Source: an optimization exercise on an open RTL-to-GDS flow (aim: small area and a short achievable clock period). Production flows keep margins and buffers that such runs may drop.
The RTL was checked by simulation tests, not by an equivalence proof against the original design.

## job 101
// gemm_arr
module gemm_arr #(
    parameter ROWS = 4,
    parameter COLS = 4,
    parameter N_ROWS = 2,  
    parameter N_COLS = 2,  
    parameter DATA_WIDTH = 16,
    parameter FLAG_WIDTH = 4
) (
    input i_clk,
    input i_rst,
    input i_valid,
    input [COLS*DATA_WIDTH-1:0] i_data_w,
    input [ROWS*DATA_WIDTH-1:0] i_data_x,
    input [N_COLS-1:0] i_addr,
    output [ROWS*DATA_WIDTH-1:0] o_data_acc,  
    output [ROWS*FLAG_WIDTH-1:0] o_data_flag
);
clock: 16.0 ns
lec_check: 0
cap_margin: 20
core_margin: 2
core_utilization: 55
place_density: 0.7
slew_margin: 20
standard.sh (not shown) runs the stock make flow with config.mk's settings and CLKGATE_MAP_FILE= SYNTH_SCRIPT=/design/flow/synth_recipe.tcl, a recipe that flattens the netlist after the stock synthesis.
==> flow/flow/run.sh <==
#!/bin/bash
set -euo pipefail
cd "$(dirname "${BASH_SOURCE[0]}")/.."
bash standard.sh SETUP_SLACK_MARGIN=6 finish > standard_flow.log 2>&1
### job 101 -> job 102
- setting ABC_AREA to 1 for the first time
## What came out
Diff job 101 -> job 102: fraction of cell area in non-clock buffers now smaller, maximum clock frequency essentially unchanged.
Routed wire length was lower in the run labelled job 101.
Delta (job 102 minus job 101): via count normalized by instance count went down by 0.77; setup total negative slack closely matched the old numbers.
inv_1 as the most frequent standard cell in the layout excluding fill and tap cells was reported by job 101, and nand2_1 by job 102.
Delta (job 102 minus job 101): number of filler instances in the final layout increased 13%; synthesized area per cell decreased about 20%.
> inputs changed (job 102 -> job 103)
==> flow/flow/run.sh <==
#!/bin/bash
set -euo pipefail
cd "$(dirname "${BASH_SOURCE[0]}")/.."
bash standard.sh SETUP_SLACK_MARGIN=8 finish > standard_flow.log 2>&1
[summary]
- Relative to job 102, routed wire length on met2 has increased by 3.7% in job 103.
- Cell area is lower on job 102
- Job 103 gives more fmax than job 102 did.
- Utilization job 102 -> job 103: up


## run 1
gemm_arr, a different RTL version from the one above (not shown whole).
For scale: roughly 750 flip-flops, roughly 120000 um^2 of cells after synthesis.
## gemm_arr
module gemm_arr #(
    parameter ROWS = 4,
    parameter COLS = 4,
    parameter N_ROWS = 2,  
    parameter N_COLS = 2,  
    parameter DATA_WIDTH = 16,
    parameter FLAG_WIDTH = 4
) (
    input i_clk,
    input i_rst,
    input i_valid,
    input [COLS*DATA_WIDTH-1:0] i_data_w,
    input [ROWS*DATA_WIDTH-1:0] i_data_x,
    input [N_COLS-1:0] i_addr,
    output [ROWS*DATA_WIDTH-1:0] o_data_acc,  
    output [ROWS*FLAG_WIDTH-1:0] o_data_flag
);
    wire [DATA_WIDTH-1:0] conn_w [ROWS*COLS-1:0]; 
    wire [DATA_WIDTH-1:0] conn_x [ROWS*COLS-1:0];
    wire [ROWS*DATA_WIDTH-1:0] conn_acc [COLS-1:0];  
    wire [ROWS*3-1:0] conn_flag [COLS-1:0];    
    genvar i;
    genvar j;
    generate
        for(i=0; i<ROWS; i=i+1) begin
            for(j=0; j<COLS; j=j+1) begin
                if(i==0 && j==0) begin
                    gemm_pe #(.FAST(0)) m_pe (
                        .i_clk(i_clk),
                        .i_rst(i_rst),
                        .i_valid(i_valid),
                        .i_data_x(i_data_x[ROWS*DATA_WIDTH-1:(ROWS-1)*DATA_WIDTH]),  
                        .i_data_w(i_data_w[COLS*DATA_WIDTH-1:(COLS-1)*DATA_WIDTH]),  
                        .o_data_x(conn_x[0]),
                        .o_data_w(conn_w[0]),
                        .o_data_acc(conn_acc[0][ROWS*DATA_WIDTH-1:(ROWS-1)*DATA_WIDTH]),  
  ...
clock: 16.0 ns
lec_check: 0
cap_margin: 20
core_margin: 2
core_utilization: 55
place_density: 0.7
setup_slack_margin: 5
slew_margin: 20
run.sh (not shown) runs the stock make flow with config.mk's settings and CLKGATE_MAP_FILE= SYNTH_SCRIPT=/design/flow/synth_recipe.tcl, a recipe that flattens the netlist after the stock synthesis.
Stock flow here: none of the scripts above is used.
Run 1 closes out successfully: all stages finished, all timing, DRC and antenna checks passed.
Edits applied to the flow inputs when going from run 1 to run 2:
# run 1
export LEC_CHECK = 0
export CAP_MARGIN = 20
export CORE_MARGIN = 2
export CORE_UTILIZATION = 55
export PLACE_DENSITY = 0.7
export SETUP_SLACK_MARGIN = 5
export SLEW_MARGIN = 20
create_clock -name core_clock -period 16.0 [get_ports {i_clk}]
# run 2
export LEC_CHECK = 0
export ABC_AREA = 1
export CAP_MARGIN = 20
export CORE_MARGIN = 2
export CORE_UTILIZATION = 55
export PLACE_DENSITY = 0.7
export SLEW_MARGIN = 20
create_clock -name core_clock -period 16.0 [get_ports {i_clk}]
==> flow/flow/run.sh (new file) <==
#!/bin/bash
set -euo pipefail
cd "$(dirname "${BASH_SOURCE[0]}")/.."
bash standard.sh SETUP_SLACK_MARGIN=8 finish > standard_flow.log 2>&1
==> flow/standard.sh (new file) <==
#!/bin/bash
# synth_recipe.tcl (not shown) runs the flow's synth.tcl, then flattens the netlist and writes it again
# the make line also repeats each setting of config.mk as NAME=value (left out here)
make -C /OpenROAD-flow-scripts/flow DESIGN_CONFIG=/design/flow/config.mk WORK_HOME=/design/flow/orfs CLKGATE_MAP_FILE= SYNTH_SCRIPT=/design/flow/synth_recipe.tcl "${@:-finish}"
removed: flow/run.sh
Results
Cell count after placement for run 2 is higher than for run 1. Compared with run 1, run 2 shows final worst hold slack lower by 0.0035 ns. Sequential cell area grows slightly when moving from run 1 to run 2.
### run 2 -> run 3
# run 2
export LEC_CHECK = 0
export ABC_AREA = 1
export CAP_MARGIN = 20
export CORE_MARGIN = 2
export CORE_UTILIZATION = 55
export PLACE_DENSITY = 0.7
export SLEW_MARGIN = 20
create_clock -name core_clock -period 16.0 [get_ports {i_clk}]
# run 3
export LEC_CHECK = 0
export CAP_MARGIN = 20
export CORE_MARGIN = 2
export CORE_UTILIZATION = 40
export SETUP_SLACK_MARGIN = 5
export SLEW_MARGIN = 20
create_clock -name core_clock -period 16.0 [get_ports {i_clk}]
==> flow/run.sh (new file) <==
#!/bin/bash
# synth_recipe.tcl (not shown) runs the flow's synth.tcl, then flattens the netlist and writes it again
# the make line also repeats each setting of config.mk as NAME=value (left out here)
make -C /OpenROAD-flow-scripts/flow DESIGN_CONFIG=/design/flow/config.mk WORK_HOME=/design/flow/orfs CLKGATE_MAP_FILE= SYNTH_SCRIPT=/design/flow/synth_recipe.tcl finish
removed: flow/flow/run.sh
removed: flow/standard.sh
[summary]
Going from run 2 to run 3, the worst max-slew margin expressed relative to the limit was found to have gone down by 1.3 points. Run 3: done, clean on timing, DRC and antenna. Against run 2, run 3 comes in 0.18 points higher on sequential area share after synthesis. From run 2 to run 3 the numbers moved as follows: layout sequential cell count comparable; worst-case setup margin in the final layout now smaller; critical path depth now smaller; final critical delay including setup and external delays now larger; via count of the first global-routing pass now smaller.

## static timing again, ports no longer ideal
In the flow no input, the clock included, has a driving cell. The finished layouts below were timed again as built, in two steps.
Step 1 assumes that a clkbuf_16 drives the clock port and a buf_2 every other input.
Step 2 adds t to the input delays and takes it off the output delays; t is the mean of the earliest and latest rising clock arrival at the registers after step 1. Input paths then give back, and output paths get back, about the clock's delay inside the block.
a / b / c = ideal ports / drivers / drivers and shift; a / b = the first two.
run | t (ns) | setup WS [ns] | worst hold slack (ns) | clock arrival spread, ns
job 101 | 0.874 | 5.946 / 6.006 / 5.132 | 0.461 / 0.461 / 0.461 | 0.032 / 0.032
job 102 | 0.876 | 5.918 / 5.896 / 5.508 | 0.468 / 0.468 / 0.468 | 0.039 / 0.038
job 103 | 0.862 | 6.677 / 6.729 / 5.867 | 0.464 / 0.464 / 0.464 | 0.041 / 0.040
run 1 | 0.853 | 5.362 / 5.404 / 4.585 | 0.471 / 0.471 / 0.471 | 0.027 / 0.027
run 2 | 0.869 | 6.800 / 6.862 / 5.994 | 0.467 / 0.467 / 0.467 | 0.030 / 0.029
run 3 | 0.964 | 5.291 / 5.202 / 4.631 | 0.477 / 0.477 / 0.477 | 0.055 / 0.055
After both steps setup and hold are still met in every run listed. The setup slack of job 101, which loses most, moves by +0.060 ns with the drivers and by -0.814 ns with both steps.
